This is an optimization exercise on Yosys and OpenROAD, whose aim is small area, not a production implementation.
Only simulation tests tie the RTL to the original design; equivalence was not proved.
In runs 1 to 5 and 7 to 9 the design's own scripts or RTL, not TritonCTS, make the clock network.
No driver is modelled on the clock port, so clock power and skew are understated where the tree is cut down; a real chip needs a root buffer or a tree.
Power figures rest on the tool's default switching activity, not on a simulated workload.

`design/flow/constraint.sdc`:
```
create_clock -name core_clock -period 10.0 [get_ports {fpgaclk}]
set_input_delay 2.0000 -clock core_clock [delete_from_list [all_inputs] [get_ports {fpgaclk}]]
set_output_delay 2.0000 -clock core_clock [all_outputs]
set_load 0.01 [all_outputs]
```
`design/flow/config.mk`:
```
export PLATFORM = sky130hd
export DESIGN_NAME = robot
export DESIGN_NICKNAME = robot
export VERILOG_FILES = /design/flow/design.v
export SDC_FILE = /design/flow/constraint.sdc
export NUM_CORES = 4
export LEC_CHECK = 0
export CAP_MARGIN = 20
export CORE_MARGIN = 2
export CORE_UTILIZATION = 80
export GPL_TIMING_DRIVEN = 0
export SLEW_MARGIN = 20
export BUFFER_PORTS_ARGS = -buffer_cell sky130_fd_sc_hd__buf_1
export CTS_ARGS = -sink_clustering_enable -repair_clock_nets -dont_use_dummy_load
export POST_CTS_TCL = /design/flow/flow/merge_clk.tcl
export CLK_GROUPS = 4
export CLK_LEAF_CELL = sky130_fd_sc_hd__buf_8
```
`design/flow/design.v`:
```
`timescale 1ns / 1ps
module robot(
input fpgaclk,rst,en,
input [2:0] echo,
output [2:0] trigger,led,
output wire [3:0] sig_out_R,sig_out_L
);
localparam [15:0] T_RESET = 16'h2512;    
localparam [15:0] T_JUMP  = 16'hb604;    
localparam [16:0] K_RESET = 17'h19196;   
localparam [16:0] K_TICK  = 17'h08049;   
reg [15:0] t;
reg trig;
wire t_jump = (t == T_JUMP);
always @(posedge fpgaclk or posedge rst)
    if (rst) t <= T_RESET;
    else     t <= {t[14:0], t[15] ^ t[2] ^ t_jump};
always @(posedge fpgaclk or posedge rst)
    if (rst) trig <= 1'b0;
    else     trig <= t_jump | (trig & ~(t[2] & t[6]));
assign trigger = {3{trig}};
reg [14:0] e0, e1, e2;
wire [14:0] m0, m1, m2;
genvar gi;
generate for (gi = 0; gi < 15; gi = gi + 1) begin : g_m
    if (gi == 0) begin : g0
        assign m0[0] = echo[0]; assign m1[0] = echo[1]; assign m2[0] = echo[2];
    end else begin : gn
        assign m0[gi] = m0[gi-1] & e0[gi-1];
        assign m1[gi] = m1[gi-1] & e1[gi-1];
        assign m2[gi] = m2[gi-1] & e2[gi-1];
    end
end endgenerate
wire eclr = trig | rst;
always @(posedge fpgaclk)
    begin
        e0 <= {15{~eclr}} & (e0 ^ m0);
        e1 <= {15{~eclr}} & (e1 ^ m1);
        e2 <= {15{~eclr}} & (e2 ^ m2);
    end
wire [2:0] obs = {e2 < 15'd550, e1 < 15'd550, e0 < 15'd550};
assign led = ~obs & {3{~rst}};
reg dirR, dirL;
always @(posedge fpgaclk) begin
    dirR <= ~obs[1] & (~obs[2] | obs[0]);
    dirL <= ~obs[1] & (~obs[0] | obs[2]);
end
reg [16:0] k;
wire tick = (k == K_TICK);
always @(posedge fpgaclk or posedge rst)
    if (rst) k <= K_RESET;
    else     k <= {k[15:0], k[16] ^ k[2] ^ tick};
reg on, on_p;                 
reg dR, dL;
reg [1:0] phR_p, phL_p;
wire [1:0] phR = on_p ? {phR_p[1] ^ phR_p[0] ^ ~dR, ~phR_p[0]} : 2'b00;
wire [1:0] phL = on_p ? {phL_p[1] ^ phL_p[0] ^ ~dL, ~phL_p[0]} : 2'b00;
always @(posedge fpgaclk or posedge rst)
    if (rst) begin
        on <= 1'b0; on_p <= 1'b0;
    end else if (tick) begin
        on <= en; on_p <= on;
    end
always @(posedge fpgaclk)
    if (tick) begin
        dR <= dirR; phR_p <= phR;
        dL <= dirL; phL_p <= phL;
    end
assign sig_out_R = {on_p &  phR_p[1] &  phR_p[0], on_p &  phR_p[1] & ~phR_p[0],
                    on_p & ~phR_p[1] &  phR_p[0], on_p & ~phR_p[1] & ~phR_p[0]};
assign sig_out_L = {on_p &  phL_p[1] &  phL_p[0], on_p &  phL_p[1] & ~phL_p[0],
                    on_p & ~phL_p[1] &  phL_p[0], on_p & ~phL_p[1] & ~phL_p[0]};
endmodule
```
`design/flow/flow/run.sh`:
```
#!/bin/bash
# Standard layout with these changes: port buffers use the smallest buffer
# (buf_1); CTS inserts no dummy loads; and after CTS, flow/merge_clk.tcl
# replaces the clock tree with 4 buf_8 leaf buffers fed from the clock port.
set -euo pipefail
cat >> config.mk <<EOC
export BUFFER_PORTS_ARGS = -buffer_cell sky130_fd_sc_hd__buf_1
export CTS_ARGS = -sink_clustering_enable -repair_clock_nets -dont_use_dummy_load
export POST_CTS_TCL = $PWD/flow/merge_clk.tcl
export CLK_GROUPS = 4
export CLK_LEAF_CELL = sky130_fd_sc_hd__buf_8
EOC
bash standard.sh finish > standard_flow.log 2>&1
```
`design/flow/standard.sh`:
```
#!/bin/bash
# synth_recipe.tcl (not shown) runs the flow's synth.tcl, then flattens the netlist and writes it again
# the make line also repeats each setting of config.mk as NAME=value (left out here)
make -C /OpenROAD-flow-scripts/flow DESIGN_CONFIG=/design/flow/config.mk WORK_HOME=/design/flow/orfs CLKGATE_MAP_FILE= SYNTH_SCRIPT=/design/flow/synth_recipe.tcl "${@:-finish}"
```
`design/flow/flow/merge_clk.tcl`:
```
set ngroups $::env(CLK_GROUPS)
set leafcell $::env(CLK_LEAF_CELL)
set block [ord::get_db_block]
set db [ord::get_db]
set root ""
set leaves {}
foreach inst [$block getInsts] {
  set n [$inst getName]
  if {[string match "clkbuf_0_*" $n]} { set root $inst }
  if {[string match "clkbuf_*__f_*" $n]} { lappend leaves $inst }
}
puts "merge_clk: root [$root getName], [llength $leaves] leaves"
set clknet [[$root findITerm A] getNet]
set sinks {}
foreach l $leaves {
  foreach it [[[$l findITerm X] getNet] getITerms] {
    if {[$it getIoType] == "INPUT"} { lappend sinks $it }
  }
}
puts "merge_clk: [llength $sinks] sinks"
proc iterm_xy {it} {
  set r [$it getBBox]
  return [list [expr {([$r xMin] + [$r xMax]) / 2}] [expr {([$r yMin] + [$r yMax]) / 2}]]
}
set pts {}
foreach it $sinks { lappend pts [concat [iterm_xy $it] [list $it]] }
proc split_by {pts k idx} {
  set s [lsort -integer -index $idx $pts]
  set n [llength $s]
  set out {}
  for {set g 0} {$g < $k} {incr g} {
    lappend out [lrange $s [expr {$g * $n / $k}] [expr {($g + 1) * $n / $k - 1}]]
  }
  return $out
}
if {$ngroups == 4} {
  set groups {}
  foreach h [split_by $pts 2 0] { foreach q [split_by $h 2 1] { lappend groups $q } }
} else {
  set groups [split_by $pts $ngroups 0]
}
set master [$db findMaster $leafcell]
foreach l $leaves { odb::dbInst_destroy $l }
odb::dbInst_destroy $root
set gi 0
foreach g $groups {
  set sx 0
  set sy 0
  foreach p $g { set sx [expr {$sx + [lindex $p 0]}]; set sy [expr {$sy + [lindex $p 1]}] }
  set inst [odb::dbInst_create $block $master "clkleaf_$gi"]
  set net [odb::dbNet_create $block "clkleaf_net_$gi"]
  $net setSigType CLOCK
  [$inst findITerm X] connect $net
  [$inst findITerm A] connect $clknet
  foreach p $g { set it [lindex $p 2]; $it disconnect; $it connect $net }
  $inst setLocation [expr {$sx / [llength $g]}] [expr {$sy / [llength $g]}]
  $inst setPlacementStatus PLACED
  incr gi
}
foreach net [$block getNets] {
  if {[llength [$net getITerms]] == 0 && [llength [$net getBTerms]] == 0} { odb::dbNet_destroy $net }
}
detailed_placement
check_placement -verbose
estimate_parasitics -placement
set worst 0
foreach pin [get_pins -hierarchical */CLK] {
  set s [get_property $pin slew_max]
  if {$s > $worst} { set worst $s }
}
puts "merge_clk: worst flip-flop clock slew $worst"
report_clock_skew
```
==> impl_metrics.yaml, run 1 <==
status:
  status: "complete, no violations"
floorplanning:
  die_y_um: 68.55
  start_util_pct: 83.33
  rows: 23
  dieArea_mm2: 0.004699
  core_mm2: 0.004000
  die_w_um: 68.55
  num_io_pins: 20
worst_setup_path:
  path_class: "in -> reg"
  worstSetupEndpointType: "register"
  critPathBufInv: 1
  cp_data_arrival_time_ns: 5.00
  crit_fanout: 1
  reg2reg_depth: 16
  r2r_slack_ns: 6.65
  cp_cell_sequence: "buf_1 > ha_1 > ha_1 > ha_1 > ha_1 > ha_1 > ha_1 > ha_1 > ha_1 > ha_1 > ha_1 > ha_1 > ha_1 > ha_1 > ha_1 > xnor2_1 > nor3_1"
  cp.depth: 17
  r2r_end: "e1[14]"
  setup.worst_path.end: "e1[14]"
  cpLargestDelayFamily: "adder cells"
  startpoint_type: "input pin"
  slowest_delay_ns: 0.21
  r2r_start: "e1[0]"
  critPathSlowestCell: "ha_1"
  required_ns: 10.02
  cp_common_cell: "ha_1"
  critPathLaunch: "echo[1]"
sta:
  max_freq_ghz: 0.2009
  min_period_ns: 4.978
  drv_slew: 0
  setup_viol: 0
  fin_tns_setup_ns: 0
  maxSlewHeadroom_pct: 38.87
  finalCritPeriodShare_pct: 49.78
  setup_ws_ns: 5.022
  fin_skew_ns: 0.008532
  grt_setup_unrepaired: "no"
  final_hold_viol_count: 0
  max_slew.worst_pin.slew_ns: 0.9100
drt:
  via_count: 1901
  ant_nets: 0
  wl_met1_um: 2421
  met3_wirelength_um: 161
  top_layer_used: "met4"
  wl_met2_um: 3175
  wirelength_um: 5878
  initialDrtViolationCount: 98
  via_per_inst: 5.867
  avgRoutedWirePerCell_um: 18.14
  drc: 0
  drt_first_pass_iters: 4
run:
  cap_viol_max_count: 0
yosys:
  synth_top_area_share_pct: 28.23
  yosysTopAreaCell: "dfxtp_1"
  synthCells: 252
  ys_warn_count: 1
  synth_top_cells_by_area: "dfxtp_1 28%, dfrtp_1 17%, ha_1 16%"
  syn_nets: 300
  ys_ff_latch: 89
  syn_area_mm2: 0.003333
  syn_area_per_cell_um2: 13.23
  synth.distinct_cells: 32
  synth-seq-area-share_pct: 61.15
power:
  ir_drop_mv: 0.1403
  p_leak_nw: 1.776
  power_density_mw_per_mm2: 143.0
  total_power_w: 0.0005037
global_routing:
  antenna_found_initial: 0
  grt_overflow: 0
  grt_max_degree: 37
  grt_usage_pct: 27.43
  grt_pass1_wl_um: 8921
  grt_pass1_vias: 1894
place:
  dp_cells: 320
  gp_congestion: 0.7486
  hpwl_um: 4112
  port_buffers: 18
  pre_cts_ws_ns: 4.878
final_layout:
  syn2layout_area_growth_pct: 5.706
  ff_latch_area_mm2: 0.002038
  fillerInstances: 179
  multiInputGateArea_mm2: 0.001250
  insertedDiodeCount: 0
  nets: 324
  fin_util_pct: 88.08
  drive_above_1_share_pct: 9.124
  final_cell_count_no_fill: 324
clock_network:
  clock-sinks: 89
  cts.clk_slew.worst_paths_ns: 0.11
  clk_latency_ns: 0.14
worst_hold_path:
  min_path_type: "reg -> reg"
[routing by layer]
layer,vias up,global-route usage [%]
li1,908,-
met1,947,31.10
met2,35,52.16
met3,11,4.383
met4,0,8.750
met5,-,0
[power by group]
| part | switching [W] | leakage (nW) | internal, W |
|---|---|---|---|
| sequential | 0.00000108 | 0.886 | 0.000363 |
| combinational | 0.00000754 | 0.860 | 0.00000327 |
| clock | 0.0000833 | 0.0297 | 0.0000460 |
| total | 0.0000920 | 1.78 | 0.000412 |
[synthesized netlist by cell type]
cell type	number
edfxtp_1	6
and3_1	4
and4b_1	1
nor2b_1	4
dfstp_2	13
or4_1	3
nor2_1	8
inv_1	1
nand4_1	1
a21oi_1	2
a211oi_2	1
mux2_2	2
and2_1	46
dfxtp_1	47
nand3_1	4
xnor2_1	6
nor4b_1	2
a211o_1	3
a2111o_1	1
clkbuf_1	5
ha_1	42
dfrtp_1	23
o31ai_1	2
nor4_1	2
or3_1	1
nor3_1	5
xor2_1	3
nor4bb_1	2
nand3b_1	1
or2_2	1
nand2_1	7
buf_4	3
[layout by cell type, fill, tap and decap left out, drive strengths merged]
master / instances
o31ai: 2
a211oi: 1
dfstp: 13
and2: 46
ha: 42
and4b: 1
nor4b: 2
xnor2: 6
a21oi: 2
a2111o: 1
nor3: 5
xor2: 3
nand2: 7
nor4bb: 2
mux2: 2
a211o: 3
nand3b: 1
or3: 1
or4: 3
nand3: 4
edfxtp: 6
dfrtp: 23
nor4: 2
nand4: 1
nor2: 8
buf: 25
inv: 1
clkbuf: 5
or2: 1
dfxtp: 47
and3: 4
nor2b: 4
[through the flow]
stage	hold slack (ns)	cell area (um2)
3_3_place_gp	0.3531	3463
3_5_place_dp	0.3558	3463
5_1_grt	0.3754	3523
2_1_floorplan	0.3454	3333
6_report	0.3725	3523
[how the worst min path moves through the flow]
stage	startpoint	endpoint	slack, ns	cells after the start
6_report	k[1]	k[2]	0.37	0
5_1_grt	k[1]	k[2]	0.38	0
3_5_place_dp	k[6]	k[7]	0.36	0
3_3_place_gp	k[13]	k[14]	0.35	0
2_1_floorplan	k[13]	k[14]	0.35	0
[flip-flops by register name (all words and copies together), names as in the netlist]
| name | flops |
|---|---|
| trig | 1 |
| dirR | 1 |
| phR_p | 2 |
| t | 16 |
| e0 | 15 |
| dL | 1 |
| e1 | 15 |
| on_p | 1 |
| e2 | 15 |
| phL_p | 2 |
| dirL | 1 |
| k | 17 |
| dR | 1 |
| on | 1 |
[cells by family after synthesis]
family / share of synthesized area [%]
compound gates: 2.252
xor+xnor: 2.365
fa+ha+maj: 15.77
buf+inv: 1.351
flops: 61.15
mux: 0.6756
simple gates: 16.44
[area by class of cell]
type | count | area share [%]
buffer | 12 | 2.876
sequential | 89 | 57.85
tap | 50 | 1.776
inverter | 1 | 0.1065
timing repair buffer | 18 | 1.918
multi-input combinational | 154 | 35.48
==> run 2: changes to the inputs <==
--- a/design/flow/config.mk
+++ b/design/flow/config.mk
@@ -9,5 +9,4 @@
 export CORE_MARGIN = 2
 export CORE_UTILIZATION = 80
-export GPL_TIMING_DRIVEN = 0
 export SLEW_MARGIN = 20
 export BUFFER_PORTS_ARGS = -buffer_cell sky130_fd_sc_hd__buf_1
==> impl_metrics.yaml, run 2 <==
yosys:
  synth_top_area_share_pct: 28.23
  ys.flop_type: "dfxtp_1"
  synth_top_cells_by_area: "dfxtp_1 28%, dfrtp_1 17%, ha_1 16%"
  synth_common_cells: "47 x dfxtp_1, 46 x and2_1, 42 x ha_1, 23 x dfrtp_1, 13 x dfstp_2"
  syn_nets: 300
  syn_area_per_cell_um2: 13.23
  synthCells: 252
  syn_area_mm2: 0.003333
  synth_most_common_cell: "dfxtp_1"
  async_flop_share_pct: 40.45
  synth_edf_count: 6
  yosysTopAreaCell: "dfxtp_1"
  ys_ff_latch: 89
  ys_warn_count: 1
  synth.distinct_cells: 32
  synth-seq-area-share_pct: 61.15
status:
  status: "complete, no violations"
global_routing:
  antenna_found_initial: 0
  grt_max_degree: 25
  grt_usage_pct: 25.98
  grt_pass1_wl_um: 8597
  grt_pass1_vias: 1855
  grt_overflow: 0
worst_setup_path:
  required_ns: 10.02
  worstSetupEndpointType: "register"
  path_class: "in -> reg"
  startpoint_type: "input pin"
  cp_data_arrival_time_ns: 5.09
  crit_fanout: 1
power:
  p_leak_nw: 1.765
  power_density_mw_per_mm2: 143.4
  switchingPower_w: 0.00009019
  p_int_w: 0.0004118
  clkPwrFrac_pct: 25.5
  pwr-share-comb_pct: 2.0
  swShare_pct: 17.97
  seqPwrFrac_pct: 72.5
  ir_drop_mv: 0.1665
  total_power_w: 0.0005020
drt:
  drc: 0
  wirelength_um: 5389
  avgRoutedWirePerCell_um: 16.89
  via_count: 1818
  via_per_inst: 5.699
  ant_nets: 0
  initialDrtViolationCount: 95
  drt_first_pass_iters: 4
floorplanning:
  die_w_um: 68.55
  start_util_pct: 83.33
  dieArea_mm2: 0.004699
  core_mm2: 0.004000
  num_io_pins: 20
  die_y_um: 68.55
  rows: 23
sta:
  grt_setup_unrepaired: "no"
  setup_ws_ns: 4.929
  drv_slew: 0
  max_slew.worst_pin.slew_ns: 0.8696
  fin_skew_ns: 0.01180
  max_freq_ghz: 0.1972
  min_period_ns: 5.071
  final_hold_viol_count: 0
  maxSlewHeadroom_pct: 41.58
  finalCritPeriodShare_pct: 50.71
  setup_viol: 0
  fin_tns_setup_ns: 0
final_layout:
  final_common_cell: "dfxtp_1"
  fin_util_pct: 87.52
  syn2layout_area_growth_pct: 5.030
  insertedDiodeCount: 0
  largest_register_ffs: 17
  nets: 319
  top_register: "k"
  drive_above_1_share_pct: 8.550
  layout_common_cells: "47 x dfxtp_1, 46 x and2_1, 42 x ha_1, 23 x dfrtp_1, 19 x buf_1"
  largest_registers: "k x17, t x16"
place:
  port_buffers: 19
  gp_congestion: 0.7659
  pre_cts_ws_ns: 4.938
  hpwl_um: 3795
clock_network:
  cts.clk_slew.worst_paths_ns: 0.11
  clock-sinks: 89
  clk_latency_ns: 0.14
run:
  cap_viol_max_count: 0
worst_hold_path:
  min_path_type: "reg -> reg"
-- run 2: cell counts after synthesis --
Identical to the previous run, type by type.
-- run 2: cell type report --
cell class	instances	area [um2]
Timing Repair Buffer	21	86.33
Tap cell	50	62.56
Buffer	4	60.06
Fill cell	175	499.2
Sequential cell	89	2038
Multi-Input combinational cell	154	1250
Inverter	1	3.754
-- run 2: kinds of logic (layout without fill, tap and decap cells) --
group	Yosys count	after routing	share of synthesized area (%)
XOR/XNOR	9	9	2.365
flip-flops	89	89	61.15
AND/OR/NAND/NOR	92	92	16.44
multiplexers	2	2	0.6756
adder cells (fa/ha/maj)	42	42	15.77
AO/OA/AOI/OAI	9	9	2.252
buffers and inverters	9	26	1.351
-- run 2: routing by layer --
layer	vias up	GRT usage [%]	part of all wire, %
met5	-	0	0
met2	43	46.03	51
met1	866	30.99	43
met3	10	5.844	3.5
li1	899	-	-
met4	0	9.250	2.6
-- run 2: final timing paths --
kind                          from      to  slack, ns  cells after the start
max                        echo[1]  e1[14]       4.93                     17
min in group asynchronous      rst    t[6]       2.03                      2
min reg2reg                   k[7]    k[8]       0.37                      0
max in group asynchronous      rst    k[1]       7.26                      3
min                           k[7]    k[8]       0.37                      0
max reg2reg                  e1[0]  e1[14]       6.55                     16
-- run 2: worst max-delay path: stages --
cell and delay (ns):
buf_1 0.08, ha_1 0.19, ha_1 0.18, ha_1 0.18, ha_1 0.18, ha_1 0.18
ha_1 0.19, ha_1 0.18, ha_1 0.18, ha_1 0.19, ha_1 0.20, ha_1 0.20
ha_1 0.20, ha_1 0.18, ha_1 0.20, xnor2_1 0.28, nor3_1 0.09
-- run 2: per-stage QoR --
stage | std cells | cell area [um2] | hold WS (ns)
final | 319 | 3501 | 0.3721
after global routing | 319 | 3501 | 0.3807
after floorplan | 252 | 3333 | 0.3454
after detailed placement | 315 | 3441 | 0.3510
after global placement | 315 | 3441 | 0.3523
-- run 2: power groups by stage --
stage                     Sequential (W)  Combinational [W]  Clock [W]
after floorplan                 0.000371         0.00000712          0
after global placement          0.000371         0.00000973          0
after detailed placement        0.000371          0.0000102          0
after global routing            0.000364          0.0000125   0.000141
final                           0.000364          0.0000101   0.000128
==> run 3: changes to the inputs <==
--- a/design/flow/flow/run.sh
+++ b/design/flow/flow/run.sh
@@ -8,4 +8,5 @@
 export CTS_ARGS = -sink_clustering_enable -repair_clock_nets -dont_use_dummy_load
 export POST_CTS_TCL = $PWD/flow/merge_clk.tcl
+export PRE_GLOBAL_PLACE_TCL = $PWD/flow/remove_bufs.tcl
 export CLK_GROUPS = 4
 export CLK_LEAF_CELL = sky130_fd_sc_hd__buf_8
==> design/flow/flow/remove_bufs.tcl (new file) <==
# PRE_GLOBAL_PLACE hook: with timing-driven placement off, global_place.tcl
# does not remove the buffers synthesis inserted; remove them here.
remove_buffers
--- a/design/flow/config.mk
+++ b/design/flow/config.mk
@@ -9,8 +9,10 @@
 export CORE_MARGIN = 2
 export CORE_UTILIZATION = 80
+export GPL_TIMING_DRIVEN = 0
 export SLEW_MARGIN = 20
 export BUFFER_PORTS_ARGS = -buffer_cell sky130_fd_sc_hd__buf_1
 export CTS_ARGS = -sink_clustering_enable -repair_clock_nets -dont_use_dummy_load
 export POST_CTS_TCL = /design/flow/flow/merge_clk.tcl
+export PRE_GLOBAL_PLACE_TCL = /design/flow/flow/remove_bufs.tcl
 export CLK_GROUPS = 4
 export CLK_LEAF_CELL = sky130_fd_sc_hd__buf_8
==> impl_metrics.yaml, run 3 <==
status:
  status: "complete, no violations"
run:
  cap_viol_max_count: 0
final_layout:
  insertedDiodeCount: 0
  final_common_cell: "dfxtp_1"
  fillerInstances: 192
  top_register: "k"
  drive_above_1_share_pct: 8.614
  stdcell_area_mm2: 0.003493
  syn2layout_area_growth_pct: 4.805
  nets: 317
  layout_common_cells: "47 x dfxtp_1, 46 x and2_1, 42 x ha_1, 23 x dfrtp_1, 19 x buf_1"
  largest_register_ffs: 17
  largest_registers: "k x17, t x16"
global_routing:
  grt_pass1_wl_um: 9315
  grt_pass1_vias: 1930
  grt_overflow: 0
  antenna_found_initial: 0
  grt_max_degree: 43
  grt_usage_pct: 28.70
place:
  hpwl_um: 3935
  pre_cts_ws_ns: 4.970
  gp_congestion: 0.7435
  place_area_mm2: 0.003433
  port_buffers: 19
sta:
  fin_tns_setup_ns: 0
  setup_viol: 0
  maxSlewHeadroom_pct: 40.69
  fin_skew_ns: 0.01318
  max_slew.worst_pin.slew_ns: 0.8829
  setup_ws_ns: 5.012
  holdWs_ns: 0.3796
  max_freq_ghz: 0.2005
  drv_slew: 0
  finalCritPeriodShare_pct: 49.88
  grt_setup_unrepaired: "no"
  min_period_ns: 4.988
  final_hold_viol_count: 0
drt:
  via_count: 1899
  via_per_inst: 5.991
  initialDrtViolationCount: 147
  wirelength_um: 6137
  drt_first_pass_iters: 4
  drc: 0
  ant_nets: 0
  avgRoutedWirePerCell_um: 19.36
power:
  ir_drop_mv: 0.1596
  p_leak_nw: 1.756
  total_power_w: 0.0005049
  power_density_mw_per_mm2: 144.5
yosys:
  ys_ff_latch: 89
  synth.distinct_cells: 32
  synth_top_cells_by_area: "dfxtp_1 28%, dfrtp_1 17%, ha_1 16%"
  synth_most_common_cell: "dfxtp_1"
  yosysTopAreaCell: "dfxtp_1"
  synth_common_cells: "47 x dfxtp_1, 46 x and2_1, 42 x ha_1, 23 x dfrtp_1, 13 x dfstp_2"
  ys.flop_type: "dfxtp_1"
  synth_top_area_share_pct: 28.23
  ys_warn_count: 1
  async_flop_share_pct: 40.45
  syn_area_mm2: 0.003333
  syn_area_per_cell_um2: 13.23
  syn_nets: 300
  synth-seq-area-share_pct: 61.15
  synth_edf_count: 6
  synthCells: 252
clock_network:
  cts.clk_slew.worst_paths_ns: 0.11
  clock-sinks: 89
  clk_latency_ns: 0.14
worst_setup_path:
  cp_common_cell: "ha_1"
  critPathLaunch: "echo[1]"
  path_class: "in -> reg"
  critPathSlowestCell: "ha_1"
  cp_data_arrival_time_ns: 5.03
  startpoint_type: "input pin"
  required_ns: 10.04
  slowest_delay_ns: 0.29
  r2r_start: "e1[0]"
  crit_fanout: 1
  worstSetupEndpointType: "register"
  cp_cell_sequence: "buf_1 > ha_1 > ha_1 > ha_1 > ha_1 > ha_1 > ha_1 > ha_1 > ha_1 > ha_1 > ha_1 > ha_1 > ha_1 > ha_1 > ha_1 > and2_1"
  reg2reg_depth: 15
worst_hold_path:
  hold_depth: 0
  min_path_type: "reg -> reg"
  hp-start: "k[13]"
floorplanning:
  start_util_pct: 83.33
  dieArea_mm2: 0.004699
  core_mm2: 0.004000
  die_w_um: 68.55
  die_y_um: 68.55
  num_io_pins: 20
  rows: 23
run 3: cell counts after synthesis:
No cell type changed its count.
run 3: cells by family after synthesis:
kind of cell	after synthesis	share of synthesized area, %
XOR/XNOR	9	2.365
adder cells (fa/ha/maj)	42	15.77
buffers and inverters	9	1.351
AO/OA/AOI/OAI	9	2.252
AND/OR/NAND/NOR	92	16.44
flip-flops	89	61.15
multiplexers	2	0.6756
run 3: metal layers:
metal / track usage, % / vias to the layer above / part of all wire [%]
met5: 0 / - / 0
met3: 5.032 / 21 / 4.2
met4: 16.00 / 0 / 4.5
met2: 50.12 / 67 / 51
li1: - / 891 / -
met1: 33.30 / 920 / 41
run 3: final timing paths:
kind,endpoint,slack [ns]
max in group asynchronous,t[9],7.34
worst max-delay path,e1[13],5.01
worst max register to register,e1[13],6.64
worst min register to register,k[14],0.38
min in group asynchronous,k[0],2.20
worst min-delay path,k[14],0.38
run 3: area by class of cell:
cell class | instances | area, um2 | area share, %
inverter | 1 | 3.754 | 0.1074
sequential | 89 | 2038 | 58.35
timing repair buffer | 19 | 71.32 | 2.042
buffer | 4 | 60.06 | 1.719
tap | 50 | 62.56 | 1.791
multi-input combinational | 154 | 1257 | 36.00
run 3: critical path: cells and delay by family:
family | cells | cell delay [ns]
buf+inv | 1 | 0.09
simple gates | 1 | 0.15
fa+ha+maj | 14 | 2.79
run 3: per-stage QoR:
stage | instances | utilization, %
2_1_floorplan | 252 | -
3_3_place_gp | 313 | 85.64
3_5_place_dp | 313 | 85.83
5_1_grt | 317 | 87.33
6_report | 317 | 87.33
run 3: power by group:
group,internal (W),switching (W)
sequential,0.000363,0.00000155
combinational,0.00000311,0.00000746
clock,0.0000460,0.0000843
==> run 4: changes to the inputs <==
--- a/design/flow/flow/run.sh
+++ b/design/flow/flow/run.sh
@@ -1,6 +1,9 @@
 #!/bin/bash
-# Standard layout with these changes: port buffers use the smallest buffer
-# (buf_1); CTS inserts no dummy loads; and after CTS, flow/merge_clk.tcl
-# replaces the clock tree with 4 buf_8 leaf buffers fed from the clock port.
+# Standard layout (standard.sh, with the standard flow's synthesis) with these changes:
+# - port buffers use the smallest buffer (buf_1);
+# - CTS inserts no dummy loads, and after CTS flow/merge_clk.tcl replaces the
+#   clock tree with 4 buf_8 leaf buffers fed from the clock port.
+# The make output goes to standard_flow.log; each ORFS step keeps its own log
+# under orfs/logs.
 set -euo pipefail
 cat >> config.mk <<EOC
==> impl_metrics.yaml, run 4 <==
global_routing:
  grt_usage_pct: 28.70
  antenna_found_initial: 0
  grt_pass1_vias: 1930
  grt_max_degree: 43
  grt_pass1_wl_um: 9315
  grt_overflow: 0
yosys:
  syn_nets: 300
  synth_common_cells: "47 x dfxtp_1, 46 x and2_1, 42 x ha_1, 23 x dfrtp_1, 13 x dfstp_2"
  ys_warn_count: 1
  synth_edf_count: 6
  synth-seq-area-share_pct: 61.15
  synthCells: 252
  synth_top_cells_by_area: "dfxtp_1 28%, dfrtp_1 17%, ha_1 16%"
  synth.distinct_cells: 32
  ys.flop_type: "dfxtp_1"
  async_flop_share_pct: 40.45
  ys_ff_latch: 89
  syn_area_mm2: 0.003333
  synth_most_common_cell: "dfxtp_1"
  synth_top_area_share_pct: 28.23
  syn_area_per_cell_um2: 13.23
  yosysTopAreaCell: "dfxtp_1"
final_layout:
  nets: 317
  largest_register_ffs: 17
  fillerInstances: 192
  drive_above_1_share_pct: 8.614
  syn2layout_area_growth_pct: 4.805
  layout_common_cells: "47 x dfxtp_1, 46 x and2_1, 42 x ha_1, 23 x dfrtp_1, 19 x buf_1"
  fin_util_pct: 87.33
  final_common_cell: "dfxtp_1"
  stdcell_area_mm2: 0.003493
  largest_registers: "k x17, t x16"
  top_register: "k"
  insertedDiodeCount: 0
sta:
  setup_viol: 0
  maxSlewHeadroom_pct: 40.69
  fin_tns_setup_ns: 0
  setup_ws_ns: 5.012
  min_period_ns: 4.988
  fin_skew_ns: 0.01318
  max_freq_ghz: 0.2005
  drv_slew: 0
  finalCritPeriodShare_pct: 49.88
  max_slew.worst_pin.slew_ns: 0.8829
  holdWs_ns: 0.3796
  grt_setup_unrepaired: "no"
  final_hold_viol_count: 0
worst_setup_path:
  slowest_delay_ns: 0.29
  critPathSlowestCell: "ha_1"
  r2r_start: "e1[0]"
  r2r_end: "e1[13]"
  crit_fanout: 1
  critPathBufInv: 1
  r2r_slack_ns: 6.64
  reg2reg_depth: 15
  required_ns: 10.04
  cp_data_arrival_time_ns: 5.03
  worstSetupEndpointType: "register"
  cpLargestDelayFamily: "adder cells"
  cp_cell_sequence: "buf_1 > ha_1 > ha_1 > ha_1 > ha_1 > ha_1 > ha_1 > ha_1 > ha_1 > ha_1 > ha_1 > ha_1 > ha_1 > ha_1 > ha_1 > and2_1"
  cp_common_cell: "ha_1"
  path_class: "in -> reg"
  startpoint_type: "input pin"
floorplanning:
  die_w_um: 68.55
  start_util_pct: 83.33
  rows: 23
  die_y_um: 68.55
  core_mm2: 0.004000
  num_io_pins: 20
  dieArea_mm2: 0.004699
run:
  cap_viol_max_count: 0
power:
  p_leak_nw: 1.756
  ir_drop_mv: 0.1596
  power_density_mw_per_mm2: 144.5
drt:
  drc: 0
  initialDrtViolationCount: 147
  ant_nets: 0
  drt_first_pass_iters: 4
  via_per_inst: 5.991
  via_count: 1899
  avgRoutedWirePerCell_um: 19.36
  wirelength_um: 6137
clock_network:
  cts.clk_slew.worst_paths_ns: 0.11
  clock-sinks: 89
  clk_latency_ns: 0.14
place:
  port_buffers: 19
  hpwl_um: 3935
  place_area_mm2: 0.003433
  pre_cts_ws_ns: 4.970
  gp_congestion: 0.7435
worst_hold_path:
  min_path_type: "reg -> reg"
  hold_depth: 0
  min_to: "k[14]"
  hp-start: "k[13]"
status:
  status: "complete, no violations"
-- run 4: cell counts after synthesis --
Identical to the previous run, type by type.
-- run 4: layout make-up --
type | instances | area (um2) | share of cell area (%)
inverter | 1 | 3.754 | 0.1074
multi-input combinational | 154 | 1257 | 36.00
tap | 50 | 62.56 | 1.791
buffer | 4 | 60.06 | 1.719
timing repair buffer | 19 | 71.32 | 2.042
sequential | 89 | 2038 | 58.35
-- run 4: worst register-to-register path, cell delays in order (launching register included) --
cell	delay, ns
dfxtp_1	0.34
ha_1	0.19
ha_1	0.19
ha_1	0.19
ha_1	0.18
ha_1	0.18
ha_1	0.19
ha_1	0.20
ha_1	0.19
ha_1	0.20
ha_1	0.19
ha_1	0.20
ha_1	0.20
ha_1	0.19
ha_1	0.29
and2_1	0.15
-- run 4: logic make-up after synthesis --
group           count (synthesis)  share of synthesized area [%]
compound gates                  9                          2.252
simple gates                   92                          16.44
flops                          89                          61.15
buf+inv                         9                          1.351
mux                             2                         0.6756
xor+xnor                        9                          2.365
fa+ha+maj                      42                          15.77
-- run 4: per-layer routing --
metal  share of wire (%)  vias up  global-route usage [%]
li1                    -      891                       -
met1                  41      920                   33.30
met2                  51       67                   50.12
met3                 4.2       21                   5.032
met4                 4.5        0                   16.00
met5                   0        -                       0
-- run 4: worst max-delay path by stage --
stage | start | end | cells past startpoint
2_1_floorplan | echo[2] | e2[14] | 16
3_3_place_gp | echo[1] | e1[14] | 17
3_5_place_dp | echo[2] | e2[14] | 17
5_1_grt | echo[1] | e1[13] | 16
6_report | echo[1] | e1[13] | 16
-- run 4: stage by stage --
stage          std cells  total power (W)
3_3_place_gp         313        0.0003803
6_report             317        0.0005049
5_1_grt              317        0.0005182
3_5_place_dp         313        0.0003821
2_1_floorplan        252        0.0003781
-- run 4: power breakdown --
group / internal, W / leakage (nW) / switching (W)
Sequential: 0.000363 / 0.886 / 0.00000155
Clock: 0.0000460 / 0.0297 / 0.0000843
Combinational: 0.00000311 / 0.841 / 0.00000746
Total: 0.000412 / 1.76 / 0.0000933
==> run 5: changes to the inputs <==
--- a/design/flow/design.v
+++ b/design/flow/design.v
@@ -32,13 +32,14 @@
     end
 end endgenerate
-wire eclr = trig | rst;
-always @(posedge fpgaclk)
-    begin
-        e0 <= {15{~eclr}} & (e0 ^ m0);
-        e1 <= {15{~eclr}} & (e1 ^ m1);
-        e2 <= {15{~eclr}} & (e2 ^ m2);
+always @(posedge fpgaclk or posedge rst)
+    if (rst) begin
+        e0 <= 15'd0; e1 <= 15'd0; e2 <= 15'd0;
+    end else begin
+        e0 <= {15{~trig}} & (e0 ^ m0);
+        e1 <= {15{~trig}} & (e1 ^ m1);
+        e2 <= {15{~trig}} & (e2 ^ m2);
     end
 wire [2:0] obs = {e2 < 15'd550, e1 < 15'd550, e0 < 15'd550};
-assign led = ~obs & {3{~rst}};
+assign led = ~obs;
 reg dirR, dirL;
 always @(posedge fpgaclk) begin
==> impl_metrics.yaml, run 5 <==
status:
  status: "complete, no violations"
worst_setup_path:
  cp_cell_sequence: "buf_1 > ha_1 > ha_1 > ha_1 > ha_1 > ha_1 > ha_1 > ha_1 > ha_1 > ha_1 > ha_1 > ha_1 > ha_1 > ha_1 > ha_1 > nor2b_1"
  required_ns: 10.04
  critPathSlowestCell: "ha_1"
  startpoint_type: "input pin"
  cpLargestDelayFamily: "adder cells"
  r2r_slack_ns: 6.62
  path_class: "in -> reg"
  r2r_end: "e0[13]"
  slowest_delay_ns: 0.29
  cp_common_cell: "ha_1"
  cp_data_arrival_time_ns: 4.97
  worstSetupEndpointType: "register"
  reg2reg_depth: 15
  r2r_start: "e0[0]"
  crit_fanout: 1
  critPathBufInv: 1
yosys:
  synthCells: 248
  synth_common_cells: "68 x dfrtp_1, 46 x nor2b_1, 42 x ha_1, 13 x dfstp_2, 8 x nand2_1"
  syn_area_per_cell_um2: 14.28
  syn_nets: 296
  synth.distinct_cells: 33
  ys_warn_count: 1
  yosysTopAreaCell: "dfrtp_1"
  ys_ff_latch: 89
  synth_top_area_share_pct: 48.04
  syn_area_mm2: 0.003542
  synth_edf_count: 6
  async_flop_share_pct: 91.01
  synth-seq-area-share_pct: 63.90
  synth_most_common_cell: "dfrtp_1"
  ys.flop_type: "dfrtp_1"
  synth_top_cells_by_area: "dfrtp_1 48%, ha_1 15%, dfstp_2 9.6%"
global_routing:
  grt_pass1_wl_um: 9591
  grt_overflow: 0
  grt_pass1_vias: 2015
  grt_usage_pct: 25.17
  grt_max_degree: 46
  antenna_found_initial: 0
sta:
  fin_tns_setup_ns: 0
  drv_slew: 0
  finalCritPeriodShare_pct: 49.30
  holdWs_ns: 0.3739
  final_hold_viol_count: 0
  min_period_ns: 4.930
  max_freq_ghz: 0.2029
  fin_skew_ns: 0.005835
  setup_viol: 0
  max_slew.worst_pin.slew_ns: 0.9322
  maxSlewHeadroom_pct: 37.38
  grt_setup_unrepaired: "no"
place:
  place_area_mm2: 0.003689
  port_buffers: 19
  dp_cells: 313
  hpwl_um: 3871
  gp_congestion: 0.6917
floorplanning:
  die_w_um: 70.54
  die_y_um: 70.54
  core_mm2: 0.004324
  dieArea_mm2: 0.004976
  rows: 24
  start_util_pct: 81.92
  num_io_pins: 20
drt:
  drt_first_pass_iters: 4
  via_per_inst: 5.789
  wirelength_um: 5563
  drc: 0
  ant_nets: 0
  avgRoutedWirePerCell_um: 17.55
  initialDrtViolationCount: 79
  via_count: 1835
final_layout:
  insertedDiodeCount: 0
  largest_register_ffs: 17
  top_register: "k"
  final_common_cell: "dfrtp_1"
  largest_registers: "k x17, t x16"
  syn2layout_area_growth_pct: 5.828
  fin_util_pct: 86.69
  nets: 315
  layout_common_cells: "67 x dfrtp_1, 46 x nor2b_1, 42 x ha_1, 19 x buf_1, 13 x dfstp_2"
  drive_above_1_share_pct: 10.19
  stdcell_area_mm2: 0.003749
  final_cell_count_no_fill: 317
worst_hold_path:
  min_to: "k[2]"
  hp-start: "k[1]"
  min_path_type: "reg -> reg"
  hold_depth: 0
clock_network:
  clock-sinks: 89
  clk_latency_ns: 0.14
  cts.clk_slew.worst_paths_ns: 0.11
run:
  cap_viol_max_count: 0
power:
  p_leak_nw: 1.973
  ir_drop_mv: 0.1645
  power_density_mw_per_mm2: 170.6
[run 5: cell types whose count changed in the layout (fill, tap and decap cells not counted), moves of 2 or more]
cell,change
and2_1,-42
a41oi_1,+2
dfxtp_1,-45
nor3_1,-3
a21oi_1,-2
and3_1,-2
dfrtp_1,+44
nor2b_1,+42
[run 5: cell type report]
cell class                      instances  area [um2]
Timing Repair Buffer                   21       118.9
Multi-Input combinational cell        149        1230
Tap cell                               52       65.06
Sequential cell                        89        2265
Fill cell                             202       575.6
Buffer                                  4       60.06
Inverter                                2       10.01
[run 5: where the power goes]
group	total (W)	leakage (nW)	switching, W	internal, W
registers	0.000427	1.10	0.0000240	0.000403
logic	0.0000840	0.839	0.0000373	0.0000467
clock network	0.000129	0.0297	0.0000830	0.0000460
[run 5: how the worst max path moves through the flow]
stage	endpoint	depth (start not counted)	slack (ns)	start
2_1_floorplan	e0[13]	15	5.27	echo[0]
3_3_place_gp	e0[13]	16	4.99	echo[0]
3_5_place_dp	e1[14]	17	4.97	echo[1]
5_1_grt	e0[14]	17	4.91	echo[0]
6_report	e0[13]	16	5.07	echo[0]
[run 5: routing by layer]
metal / share of wire [%] / wire [um] / GRT usage, %
met5: 0 / 0 / 0
met4: 2.0 / 111 / 8.176
met3: 3.1 / 172 / 3.276
met2: 52 / 2906 / 43.19
met1: 43 / 2372 / 34.34
[run 5: kinds of logic (layout without fill, tap and decap cells)]
family	Yosys count	in the layout	synth area share, %
and+or+nand+nor	87	87	14.70
DFF	89	89	63.90
AOI/OAI and AO/OA	9	9	2.331
muxes	2	2	0.6358
adders and majority gates	42	42	14.84
buffers and inverters	10	27	1.378
xor gates and xnor gates	9	9	2.225
[run 5: through the flow]
stage / total power [W] / setup WS [ns]
2_1_floorplan: 0.0004888 / 5.268
3_5_place_dp: 0.0005164 / 4.967
3_3_place_gp: 0.0005046 / 4.986
5_1_grt: 0.0006756 / 4.914
6_report: 0.0006395 / 5.071
[run 5: worst register-to-register path, delay by kind of cell (launching register included)]
| kind | cells | cell delay (ns) |
|---|---|---|
| AND/OR/NAND/NOR | 1 | 0.14 |
| adder cells (fa/ha/maj) | 14 | 2.74 |
| flip-flops | 1 | 0.39 |
==> run 6: changes to the inputs <==
--- a/design/flow/design.v
+++ b/design/flow/design.v
@@ -8,6 +8,6 @@
 localparam [15:0] T_RESET = 16'h2512;    
 localparam [15:0] T_JUMP  = 16'hb604;    
-localparam [16:0] K_RESET = 17'h19196;   
-localparam [16:0] K_TICK  = 17'h08049;   
+localparam [16:0] K_RESET = 17'h11a22;   
+localparam [16:0] K_TICK  = 17'h0300e;   
 reg [15:0] t;
 reg trig;
@@ -32,14 +32,13 @@
     end
 end endgenerate
-always @(posedge fpgaclk or posedge rst)
-    if (rst) begin
-        e0 <= 15'd0; e1 <= 15'd0; e2 <= 15'd0;
-    end else begin
-        e0 <= {15{~trig}} & (e0 ^ m0);
-        e1 <= {15{~trig}} & (e1 ^ m1);
-        e2 <= {15{~trig}} & (e2 ^ m2);
+wire eclr = trig | rst;
+always @(posedge fpgaclk)
+    begin
+        e0 <= {15{~eclr}} & (e0 ^ m0);
+        e1 <= {15{~eclr}} & (e1 ^ m1);
+        e2 <= {15{~eclr}} & (e2 ^ m2);
     end
 wire [2:0] obs = {e2 < 15'd550, e1 < 15'd550, e0 < 15'd550};
-assign led = ~obs;
+assign led = ~obs & {3{~rst}};
 reg dirR, dirL;
 always @(posedge fpgaclk) begin
@@ -51,5 +50,5 @@
 always @(posedge fpgaclk or posedge rst)
     if (rst) k <= K_RESET;
-    else     k <= {k[15:0], k[16] ^ k[2] ^ tick};
+    else     k <= {k[15:0], ~(k[16] ^ k[5]) ^ tick};
 reg on, on_p;                 
 reg dR, dL;
--- a/design/flow/config.mk
+++ b/design/flow/config.mk
@@ -8,5 +8,5 @@
 export CAP_MARGIN = 20
 export CORE_MARGIN = 2
-export CORE_UTILIZATION = 80
+export CORE_UTILIZATION = 90
 export GPL_TIMING_DRIVEN = 0
 export SLEW_MARGIN = 20
==> impl_metrics.yaml, run 6 <==
floorplanning:
  num_io_pins: 20
  die_y_um: 64.82
  start_util_pct: 92.33
  die_w_um: 64.82
  rows: 22
yosys:
  synth_most_common_cell: "dfxtp_1"
  ys.flop_type: "dfxtp_1"
  synth_top_area_share_pct: 28.26
  async_flop_share_pct: 40.45
  syn_nets: 301
  yosysTopAreaCell: "dfxtp_1"
  syn_area_mm2: 0.003329
  ys_warn_count: 1
  synth_edf_count: 6
  synth.distinct_cells: 31
  synth_common_cells: "47 x dfxtp_1, 46 x and2_1, 42 x ha_1, 25 x dfrtp_1, 12 x nor2_1"
  synth-seq-area-share_pct: 61.14
  syn_area_per_cell_um2: 13.16
  synthCells: 253
  synth_top_cells_by_area: "dfxtp_1 28%, dfrtp_1 19%, ha_1 16%"
  ys_ff_latch: 89
status:
  status: "aborted with a tool error"
  firstError: "[ERROR GPL-0301] Utilization 100.282 % exceeds 100%."
  haltStage: "global placement"
place:
  port_buffers: 19
## run 6: logic make-up after synthesis
logic type | after synthesis | share of synthesized area (%)
AOI/OAI and AO/OA | 9 | 2.255
DFF | 89 | 61.14
xor gates and xnor gates | 9 | 2.368
and+or+nand+nor | 93 | 16.42
buffers and inverters | 9 | 1.353
adders and majority gates | 42 | 15.78
muxes | 2 | 0.6764
==> run 7: changes to the inputs <==
--- a/design/flow/config.mk
+++ b/design/flow/config.mk
@@ -8,5 +8,5 @@
 export CAP_MARGIN = 20
 export CORE_MARGIN = 2
-export CORE_UTILIZATION = 90
+export CORE_UTILIZATION = 80
 export GPL_TIMING_DRIVEN = 0
 export SLEW_MARGIN = 20
==> impl_metrics.yaml, run 7 <==
global_routing:
  grt_pass1_vias: 1871
  grt_pass1_wl_um: 8528
  grt_usage_pct: 25.66
  antenna_found_initial: 0
  grt_max_degree: 43
  grt_overflow: 0
power:
  ir_drop_mv: 0.1679
  p_leak_nw: 1.713
  swShare_pct: 18.18
  pwr-share-comb_pct: 2.1
  power_density_mw_per_mm2: 144.2
  switchingPower_w: 0.00009145
  clkPwrFrac_pct: 25.5
  seqPwrFrac_pct: 72.3
  p_int_w: 0.0004116
yosys:
  async_flop_share_pct: 40.45
  syn_nets: 301
  syn_area_mm2: 0.003329
  ys_warn_count: 1
  synth_top_cells_by_area: "dfxtp_1 28%, dfrtp_1 19%, ha_1 16%"
  ys_ff_latch: 89
  synth_edf_count: 6
  synth.distinct_cells: 31
  syn_area_per_cell_um2: 13.16
  synth_most_common_cell: "dfxtp_1"
  synth_top_area_share_pct: 28.26
  yosysTopAreaCell: "dfxtp_1"
  ys.flop_type: "dfxtp_1"
  synthCells: 253
  synth-seq-area-share_pct: 61.14
  synth_common_cells: "47 x dfxtp_1, 46 x and2_1, 42 x ha_1, 25 x dfrtp_1, 12 x nor2_1"
sta:
  min_period_ns: 4.984
  fin_skew_ns: 0.007280
  grt_setup_unrepaired: "no"
  maxSlewHeadroom_pct: 48.81
  setup_viol: 0
  max_freq_ghz: 0.2006
  max_slew.worst_pin.slew_ns: 0.7620
  finalCritPeriodShare_pct: 49.84
  fin_tns_setup_ns: 0
  drv_slew: 0
  final_hold_viol_count: 0
final_layout:
  layout_common_cells: "47 x dfxtp_1, 46 x and2_1, 42 x ha_1, 25 x dfrtp_1, 19 x buf_1"
  final_common_cell: "dfxtp_1"
  final_cell_count_no_fill: 318
  largest_register_ffs: 17
  largest_registers: "k x17, t x16"
  nets: 318
  syn2layout_area_growth_pct: 4.810
  drive_above_1_share_pct: 7.836
  top_register: "k"
  insertedDiodeCount: 0
place:
  dp_cells: 314
  gp_congestion: 0.7200
  port_buffers: 19
  hpwl_um: 3732
worst_setup_path:
  startpoint_type: "input pin"
  path_class: "in -> reg"
  crit_fanout: 1
  worstSetupEndpointType: "register"
  required_ns: 10.02
  cp_data_arrival_time_ns: 5.00
floorplanning:
  start_util_pct: 83.23
  die_y_um: 68.51
  rows: 23
  die_w_um: 68.51
  dieArea_mm2: 0.004694
  num_io_pins: 20
  core_mm2: 0.004000
drt:
  ant_nets: 0
  initialDrtViolationCount: 81
  drt_first_pass_iters: 5
  drc: 0
  wirelength_um: 5494
  avgRoutedWirePerCell_um: 17.28
  via_per_inst: 5.824
  via_count: 1852
clock_network:
  clk_latency_ns: 0.14
  cts.clk_slew.worst_paths_ns: 0.11
  clock-sinks: 89
run:
  cap_viol_max_count: 0
status:
  status: "complete, no violations"
worst_hold_path:
  min_path_type: "reg -> reg"
run 7: area by class of cell:
type,count,area (um2)
Timing Repair Buffer,19,71.32
Buffer,4,60.06
Tap cell,50,62.56
Sequential cell,89,2036
Inverter,1,3.754
Fill cell,169,510.5
Multi-Input combinational cell,155,1256
run 7: power groups by stage:
| stage | sequential (W) | combinational [W] | clock, W |
|---|---|---|---|
| global route | 0.000364 | 0.0000126 | 0.000140 |
| finish | 0.000364 | 0.0000107 | 0.000128 |
| global placement | 0.000371 | 0.00000904 | 0 |
| detailed placement | 0.000371 | 0.0000108 | 0 |
| floorplan | 0.000371 | 0.00000712 | 0 |
run 7: per-layer routing:
| layer | up-vias | wire length, um | GRT usage [%] |
|---|---|---|---|
| li1 | 893 | - | - |
| met1 | 903 | 2331 | 29.87 |
| met2 | 45 | 2839 | 46.63 |
| met3 | 11 | 190 | 5.682 |
| met4 | 0 | 133 | 8.500 |
| met5 | - | 0 | 0 |
run 7: worst max-delay path: stages:
cell	delay (ns)
buf_1	0.08
ha_1	0.20
ha_1	0.20
ha_1	0.18
ha_1	0.18
ha_1	0.20
ha_1	0.20
ha_1	0.18
ha_1	0.18
ha_1	0.19
ha_1	0.20
ha_1	0.21
ha_1	0.21
ha_1	0.19
ha_1	0.19
xnor2_1	0.16
nor3_1	0.06
run 7: stage by stage:
step	power [W]	worst slack (ns)	hold WS, ns	cell area, um2	util [%]
finish	0.0005031	5.016	0.3778	3490	87.24
global route	0.0005171	4.908	0.3819	3490	87.24
floorplan	0.0003780	5.271	0.3466	3329	-
detailed placement	0.0003821	4.937	0.3577	3430	85.74
global placement	0.0003802	5.044	0.3501	3422	85.55
run 7: worst paths after layout:
kind	from	to	slack [ns]	cells past startpoint
setup / recovery	echo[1]	e1[14]	5.02	17
hold / removal	k[11]	k[12]	0.38	0
setup reg to reg	e1[0]	e1[14]	6.65	16
hold reg to reg	k[11]	k[12]	0.38	0
max in group asynchronous	rst	k[10]	7.35	2
min in group asynchronous	rst	k[4]	2.18	2
run 7: kinds of logic after synthesis:
kind of cell | after synthesis | synth area share [%]
muxes | 2 | 0.6764
AOI/OAI and AO/OA | 9 | 2.255
xor gates and xnor gates | 9 | 2.368
adders and majority gates | 42 | 15.78
buffers and inverters | 9 | 1.353
and+or+nand+nor | 93 | 16.42
DFF | 89 | 61.14
==> run 8: changes to the inputs <==
==> design/flow/flow/run.sh (replaced) <==
#!/bin/bash
# Layout with the standard flow (standard.sh) and these changes:
# - synthesis is the standard flow's (flow/../synth_recipe.tcl, via my_synth.tcl) except
#   that its ABC step maps with the area-oriented script flow/area.abc and
#   the adder step is off (ADDER_MAP_FILE empty), so no half-adder cells are
#   forced on the counters; registers are mapped exactly as in the standard
#   synthesis;
# - port buffers use the smallest buffer (buf_1);
# - CTS inserts no dummy loads, and after CTS flow/merge_clk.tcl replaces the
#   clock tree with 4 buf_8 leaf buffers fed from the clock port.
# The make output goes to standard_flow.log; each ORFS step keeps its own log
# under orfs/logs.
set -euo pipefail
W=$PWD
# synth_core.tcl: ORFS's synth.tcl with the ABC script replaced
sed 's|log_cmd abc {\*}\$abc_args|log_cmd abc {*}[lreplace $abc_args 1 1 $::env(MY_ABC_SCRIPT)]|' \
  "$FLOW_HOME/scripts/synth.tcl" > synth_core.tcl
grep -q 'MY_ABC_SCRIPT' synth_core.tcl
# my_synth.tcl: synth_recipe.tcl sourcing synth_core.tcl instead of synth.tcl
sed "s|source \$::env(SCRIPTS_DIR)/synth.tcl|source $W/synth_core.tcl|" synth_recipe.tcl > my_synth.tcl
grep -q "synth_core.tcl" my_synth.tcl
cat >> config.mk <<EOC
export ADDER_MAP_FILE =
export MY_ABC_SCRIPT = $W/flow/area.abc
export BUFFER_PORTS_ARGS = -buffer_cell sky130_fd_sc_hd__buf_1
export CTS_ARGS = -sink_clustering_enable -repair_clock_nets -dont_use_dummy_load
export POST_CTS_TCL = $W/flow/merge_clk.tcl
export PRE_GLOBAL_PLACE_TCL = $W/flow/remove_bufs.tcl
export CLK_GROUPS = 4
export CLK_LEAF_CELL = sky130_fd_sc_hd__buf_8
EOC
bash standard.sh SYNTH_SCRIPT="$W/my_synth.tcl" finish > standard_flow.log 2>&1
==> design/flow/flow/area.abc (new file) <==
strash
dch -f
amap
--- a/design/flow/config.mk
+++ b/design/flow/config.mk
@@ -11,4 +11,6 @@
 export GPL_TIMING_DRIVEN = 0
 export SLEW_MARGIN = 20
+export ADDER_MAP_FILE =
+export MY_ABC_SCRIPT = /design/flow/flow/area.abc
 export BUFFER_PORTS_ARGS = -buffer_cell sky130_fd_sc_hd__buf_1
 export CTS_ARGS = -sink_clustering_enable -repair_clock_nets -dont_use_dummy_load
==> impl_metrics.yaml, run 8 <==
status:
  status: "complete, no violations"
sta:
  final_hold_viol_count: 0
  max_slew.worst_pin.slew_ns: 0.6866
  fin_tns_setup_ns: 0
  maxSlewHeadroom_pct: 53.94
  max_freq_ghz: 0.2194
  min_period_ns: 4.559
  drv_slew: 0
  grt_setup_unrepaired: "no"
  finalCritPeriodShare_pct: 45.59
  setup_viol: 0
  fin_skew_ns: 0.006258
yosys:
  synth_edf_count: 6
  synth_top_cells_by_area: "dfxtp_1 30%, dfrtp_1 20%, dfstp_2 9.3%"
  async_flop_share_pct: 40.45
  synth-seq-area-share_pct: 65.82
  ys_warn_count: 1
  synth_top_area_share_pct: 30.42
  syn_area_per_cell_um2: 10.17
  synth_common_cells: "70 x nor2_1, 47 x dfxtp_1, 25 x clkinv_1, 25 x dfrtp_1, 22 x nor3_1"
  syn_area_mm2: 0.003093
  synth.distinct_cells: 27
  ys_ff_latch: 89
  syn_nets: 310
  yosysTopAreaCell: "dfxtp_1"
  synth_most_common_cell: "nor2_1"
  ys.flop_type: "dfxtp_1"
  synthCells: 304
global_routing:
  grt_pass1_wl_um: 11210
  grt_pass1_vias: 2302
  grt_usage_pct: 35.10
  grt_overflow: 0
  antenna_found_initial: 0
  grt_max_degree: 40
power:
  total_power_w: 0.0005044
  power_density_mw_per_mm2: 151.9
  p_leak_nw: 1.268
  ir_drop_mv: 0.1590
worst_setup_path:
  slowest_delay_ns: 0.25
  critPathBufInv: 1
  cpLargestDelayFamily: "simple AND/OR/NAND/NOR gates"
  cp_cell_sequence: "buf_1 > nand2_1 > nor2_1 > and2_0 > and3_1 > nand2_1 > nor2_1 > nand2_1 > nor2_1 > and2_0 > nand2_1 > nor2_1 > nand2_1 > nor2_1 > nor2_1 > a211oi_1"
  required_ns: 10.04
  worstSetupEndpointType: "register"
  startpoint_type: "input pin"
  critPathSlowestCell: "nor2_1"
  path_class: "in -> reg"
  cp_data_arrival_time_ns: 4.60
  cp_common_cell: "nor2_1"
  crit_fanout: 4
final_layout:
  syn2layout_area_growth_pct: 7.362
  final_common_cell: "nor2_1"
  top_register: "k"
  nets: 335
  drive_above_1_share_pct: 6.116
  largest_register_ffs: 17
  largest_registers: "k x17, t x16"
  insertedDiodeCount: 0
  layout_common_cells: "70 x nor2_1, 47 x dfxtp_1, 25 x clkinv_1, 25 x dfrtp_1, 22 x nor3_1"
clock_network:
  cts.clk_slew.worst_paths_ns: 0.11
  clock-sinks: 89
  clk_latency_ns: 0.14
floorplanning:
  num_io_pins: 20
  rows: 22
  core_mm2: 0.003689
  dieArea_mm2: 0.004380
  start_util_pct: 83.85
  die_w_um: 66.18
  die_y_um: 66.18
place:
  port_buffers: 19
  gp_congestion: 0.7475
  hpwl_um: 4185
worst_hold_path:
  min_path_type: "reg -> reg"
drt:
  initialDrtViolationCount: 281
  ant_nets: 0
  via_count: 2289
  avgRoutedWirePerCell_um: 18.18
  drt_first_pass_iters: 4
  via_per_inst: 6.104
  wirelength_um: 6817
  drc: 0
run:
  cap_viol_max_count: 0
run 8: kinds of logic (layout without fill, tap and decap cells):
kind of cell / count (synthesis) / after routing / share of synthesized area [%]
AND/OR/NAND/NOR: 142 / 142 / 20.95
AO/OA/AOI/OAI: 45 / 45 / 9.466
flip-flops: 89 / 89 / 65.82
buffers and inverters: 28 / 51 / 3.762
run 8: area by class of cell:
cell class / count / area (um2)
fillers: 143 / 367.9
flip-flops and latches: 89 / 2036
repair buffers: 22 / 123.9
inverters: 25 / 93.84
multi-input cells: 187 / 947.2
plain buffers: 4 / 60.06
well taps: 48 / 60.06
run 8: power breakdown:
| group | switching (W) | internal [W] | total (W) |
|---|---|---|---|
| clock network | 0.0000831 | 0.0000459 | 0.000129 |
| logic | 0.00000855 | 0.00000398 | 0.0000125 |
| registers | 0.000000875 | 0.000362 | 0.000363 |
run 8: layer usage:
layer / vias up / wire (um) / global-route usage, %
li1: 1077 / - / -
met1: 1071 / 2639 / 40.17
met5: - / 0 / 0
met3: 29 / 374 / 6.985
met4: 0 / 317 / 17.35
met2: 112 / 3485 / 62.25
run 8: path summary, 6_finish.rpt:
check,start,end,slack [ns],depth (start not counted)
worst max-delay path,echo[1],e1[14],5.44,16
worst min-delay path,k[11],k[12],0.38,0
worst max register to register,e1[0],e1[14],7.04,15
max in group asynchronous,rst,k[5],7.47,3
min in group asynchronous,rst,t[12],1.99,2
worst min register to register,k[11],k[12],0.38,0
run 8: through the flow:
step	setup WS, ns	instances	utilization (%)	instance area, um2	hold WS, ns
finish	5.441	375	90.03	3321	0.3826
global route	5.057	375	90.03	3321	0.3786
detailed placement	5.481	371	88.40	3261	0.3576
global placement	5.488	368	86.80	3202	0.3510
floorplan	5.831	304	-	3093	0.3464
run 8: worst reg2reg max path: stages (launching register included):
cell and delay [ns]:
dfxtp_1 0.36, nand2_1 0.09, nor2_1 0.17, and2_0 0.23, and3_1 0.22, nand2_1 0.09, nor2_1 0.15, nand2_1 0.11
nor2_1 0.19, and2_0 0.21, nand2_1 0.11, nor2_1 0.21, nand2_1 0.15, nor2_1 0.25, nor2_1 0.09, a211oi_1 0.24
==> run 9: changes to the inputs <==
--- a/design/flow/flow/run.sh
+++ b/design/flow/flow/run.sh
@@ -26,5 +26,5 @@
 export CTS_ARGS = -sink_clustering_enable -repair_clock_nets -dont_use_dummy_load
 export POST_CTS_TCL = $W/flow/merge_clk.tcl
-export PRE_GLOBAL_PLACE_TCL = $W/flow/remove_bufs.tcl
+export PRE_GLOBAL_PLACE_TCL = $W/flow/pre_place.tcl
 export CLK_GROUPS = 4
 export CLK_LEAF_CELL = sky130_fd_sc_hd__buf_8
==> design/flow/flow/pre_place.tcl (new file) <==
# PRE_GLOBAL_PLACE hook.
# 2. The area-oriented synthesis maps every gate at its smallest size; give
#    the drivers of high-fanout nets a larger size of the same cell, so that
#    repair_design does not have to add buffer trees on those nets.
remove_buffers
foreach net [get_nets *] {
  set drvr [get_pins -quiet -of_objects $net -filter "direction == output"]
  if {[llength $drvr] != 1} { continue }
  set loads [llength [get_pins -quiet -of_objects $net -filter "direction == input"]]
  if {$loads < 12} { continue }
  set inst [get_cells -of_objects $drvr]
  set ref [get_property $inst ref_name]
  if {![regexp {^(sky130_fd_sc_hd__[a-z0-9]+)_([0-9]+)$} $ref -> base size]} { continue }
  if {[string match "*df*" $base]} { continue }
  set want [expr {$loads >= 30 ? 4 : 2}]
  if {$size >= $want} { continue }
  set new ""
  foreach s [list $want 2] {
    if {$s > $size && [llength [get_lib_cells -quiet */${base}_$s]] > 0} { set new ${base}_$s; break }
  }
  if {$new ne ""} {
    puts "pre_place: [get_full_name $inst] $ref -> $new ($loads loads)"
    replace_cell $inst $new
  }
}
--- a/design/flow/config.mk
+++ b/design/flow/config.mk
@@ -16,5 +16,5 @@
 export CTS_ARGS = -sink_clustering_enable -repair_clock_nets -dont_use_dummy_load
 export POST_CTS_TCL = /design/flow/flow/merge_clk.tcl
-export PRE_GLOBAL_PLACE_TCL = /design/flow/flow/remove_bufs.tcl
+export PRE_GLOBAL_PLACE_TCL = /design/flow/flow/pre_place.tcl
 export CLK_GROUPS = 4
 export CLK_LEAF_CELL = sky130_fd_sc_hd__buf_8
removed: design/flow/flow/remove_bufs.tcl
==> impl_metrics.yaml, run 9 <==
status:
  status: "complete, no violations"
global_routing:
  grt_pass1_wl_um: 10350
  antenna_found_initial: 0
  grt_max_degree: 46
  grt_overflow: 0
  grt_usage_pct: 32.34
  grt_pass1_vias: 2146
floorplanning:
  start_util_pct: 83.85
  die_y_um: 66.18
  dieArea_mm2: 0.004380
  num_io_pins: 20
  rows: 22
  die_w_um: 66.18
  core_mm2: 0.003689
sta:
  fin_skew_ns: 0.01133
  final_hold_viol_count: 0
  fin_tns_setup_ns: 0
  max_freq_ghz: 0.2155
  min_period_ns: 4.641
  setup_viol: 0
  grt_setup_unrepaired: "no"
  drv_slew: 0
  maxSlewHeadroom_pct: 62.49
  max_slew.worst_pin.slew_ns: 0.5576
  finalCritPeriodShare_pct: 46.41
yosys:
  yosysTopAreaCell: "dfxtp_1"
  synth_top_cells_by_area: "dfxtp_1 30%, dfrtp_1 20%, dfstp_2 9.3%"
  ys_ff_latch: 89
  synth_compound_gate_area_share_pct: 9.466
  synthCells: 304
  synthXorXnorAreaFrac_pct: 0
  synth_top_family_by_area: "simple AND/OR/NAND/NOR gates"
  async_flop_share_pct: 40.45
  synth.distinct_cells: 27
  yosys.area_share.adder_pct: 0
  synth_common_cells: "70 x nor2_1, 47 x dfxtp_1, 25 x clkinv_1, 25 x dfrtp_1, 22 x nor3_1"
  synth-simple-area-share_pct: 20.95
  synth_most_common_cell: "nor2_1"
  ys.flop_type: "dfxtp_1"
  syn_area_mm2: 0.003093
  synth_edf_count: 6
  synth_top_area_share_pct: 30.42
  synth-seq-area-share_pct: 65.82
  syn_nets: 310
  muxShareOfSynthArea_pct: 0
  syn_area_per_cell_um2: 10.17
  ys_warn_count: 1
drt:
  wirelength_um: 6347
  drc: 0
  via_per_inst: 5.971
  top_layer_used: "met4"
  ant_nets: 0
  avgRoutedWirePerCell_um: 17.02
  wl_met2_um: 3356
  drt_first_pass_iters: 4
  via_count: 2227
  wl_met1_um: 2646
  met3_wirelength_um: 228
  initialDrtViolationCount: 190
clock_network:
  cts.clk_slew.worst_paths_ns: 0.11
  clock-sinks: 89
  clk_latency_ns: 0.14
place:
  hpwl_um: 4032
  port_buffers: 19
  gp_congestion: 0.7500
worst_setup_path:
  crit_fanout: 5
  cp_data_arrival_time_ns: 2.64
  required_ns: 8.00
  startpoint_type: "input pin"
  path_class: "in -> out"
  worstSetupEndpointType: "output port"
final_layout:
  insertedDiodeCount: 0
  nets: 333
  largest_registers: "k x17, t x16"
  top_register: "k"
  drive_above_1_share_pct: 5.846
  syn2layout_area_growth_pct: 6.068
  largest_register_ffs: 17
  layout_common_cells: "70 x nor2_1, 47 x dfxtp_1, 25 x dfrtp_1, 24 x clkinv_1, 22 x nor3_1"
  fillerInstances: 162
  final_common_cell: "nor2_1"
power:
  total_power_w: 0.0005004
  p_leak_nw: 1.248
  power_density_mw_per_mm2: 152.5
  ir_drop_mv: 0.1430
run:
  cap_viol_max_count: 0
worst_hold_path:
  min_path_type: "reg -> reg"
-- run 9: final cells by class --
type | instances | area (um2) | share of cell area (%)
flip-flops and latches | 89 | 2036 | 62.05
multi-input cells | 187 | 949.7 | 28.95
inverters | 25 | 98.84 | 3.013
repair buffers | 20 | 76.32 | 2.326
plain buffers | 4 | 60.06 | 1.831
well taps | 48 | 60.06 | 1.831
-- run 9: kinds of logic after synthesis --
kind of cell	after synthesis
flip-flops	89
AO/OA/AOI/OAI	45
AND/OR/NAND/NOR	142
buffers and inverters	28
-- run 9: per-stage QoR --
step / cells / util [%] / hold slack, ns / setup slack, ns / area, um2
floorplan: 304 / - / 0.3464 / 5.831 / 3093
global placement: 368 / 87.01 / 0.3512 / 5.476 / 3209
detailed placement: 369 / 87.31 / 0.3587 / 5.446 / 3221
global route: 373 / 88.94 / 0.3860 / 5.113 / 3281
finish: 373 / 88.94 / 0.3786 / 5.359 / 3281
-- run 9: worst max-delay path, cell delays in order --
cell	delay (ns)
buf_1	0.33
nor2_1	0.15
buf_1	0.16
-- run 9: routing by layer --
| metal | vias up | GRT usage [%] |
|---|---|---|
| li1 | 1071 | - |
| met1 | 1081 | 40.24 |
| met2 | 59 | 58.25 |
| met3 | 16 | 5.792 |
| met4 | 0 | 8.163 |
| met5 | - | 0 |
-- run 9: path summary, 6_finish.rpt --
path,slack (ns),cells past startpoint,start,end
worst min-delay path,0.38,0,k[11],k[12]
worst max register to register,7.06,15,e0[1],e0[14]
worst min register to register,0.38,0,k[11],k[12]
max in group asynchronous,7.75,2,rst,k[11]
min in group asynchronous,1.96,2,rst,k[7]
worst max-delay path,5.36,3,rst,led[1]
-- run 9: power breakdown --
part / switching (W) / internal [W]
logic: 0.00000823 / 0.00000232
clock network: 0.0000810 / 0.0000460
registers: 0.000000915 / 0.000362
total: 0.0000902 / 0.000410

==> afterwards: timing with drivers on the ports <==
No port has a modelled driver above. Below, the same layouts with a new extraction and two added sets of constraints.
Step 1, drivers: a clkbuf_16 drives fpgaclk and a buf_2 each remaining input, both assumed.
Step 2 moves the port delays by t, midway between the first and last clock arrival at a register: inputs arrive t later, outputs are due t later. That takes back most of the time a late clock gives input paths.
Slacks: ideal / step 1 / step 2; pairs: ideal / step 1.
run	t, ns	slack for setup (ns)	hold WS [ns]	latest minus earliest clock arrival (ns)	pins driven straight from the clock port
run 1	0.202	5.022 / 5.069 / 4.867	0.372 / 0.372 / 0.372	0.009 / 0.009	4
run 2	0.207	4.929 / 4.974 / 4.767	0.372 / 0.372 / 0.372	0.012 / 0.013	4
run 3	0.206	5.012 / 5.058 / 4.852	0.380 / 0.379 / 0.379	0.014 / 0.014	4
run 4	0.206	5.012 / 5.058 / 4.852	0.380 / 0.379 / 0.379	0.014 / 0.014	4
run 5	0.201	5.071 / 5.109 / 4.908	0.374 / 0.374 / 0.374	0.007 / 0.006	4
run 7	0.204	5.016 / 5.063 / 4.860	0.378 / 0.378 / 0.378	0.008 / 0.007	4
run 8	0.204	5.441 / 5.477 / 5.285	0.383 / 0.383 / 0.383	0.007 / 0.007	4
run 9	0.204	5.359 / 5.316 / 5.316	0.379 / 0.379 / 0.379	0.012 / 0.011	4
After both steps setup and hold are still met in every run listed. For run 5, which loses most, drivers alone change the setup slack by +0.038 ns; drivers and shift together by -0.163 ns.
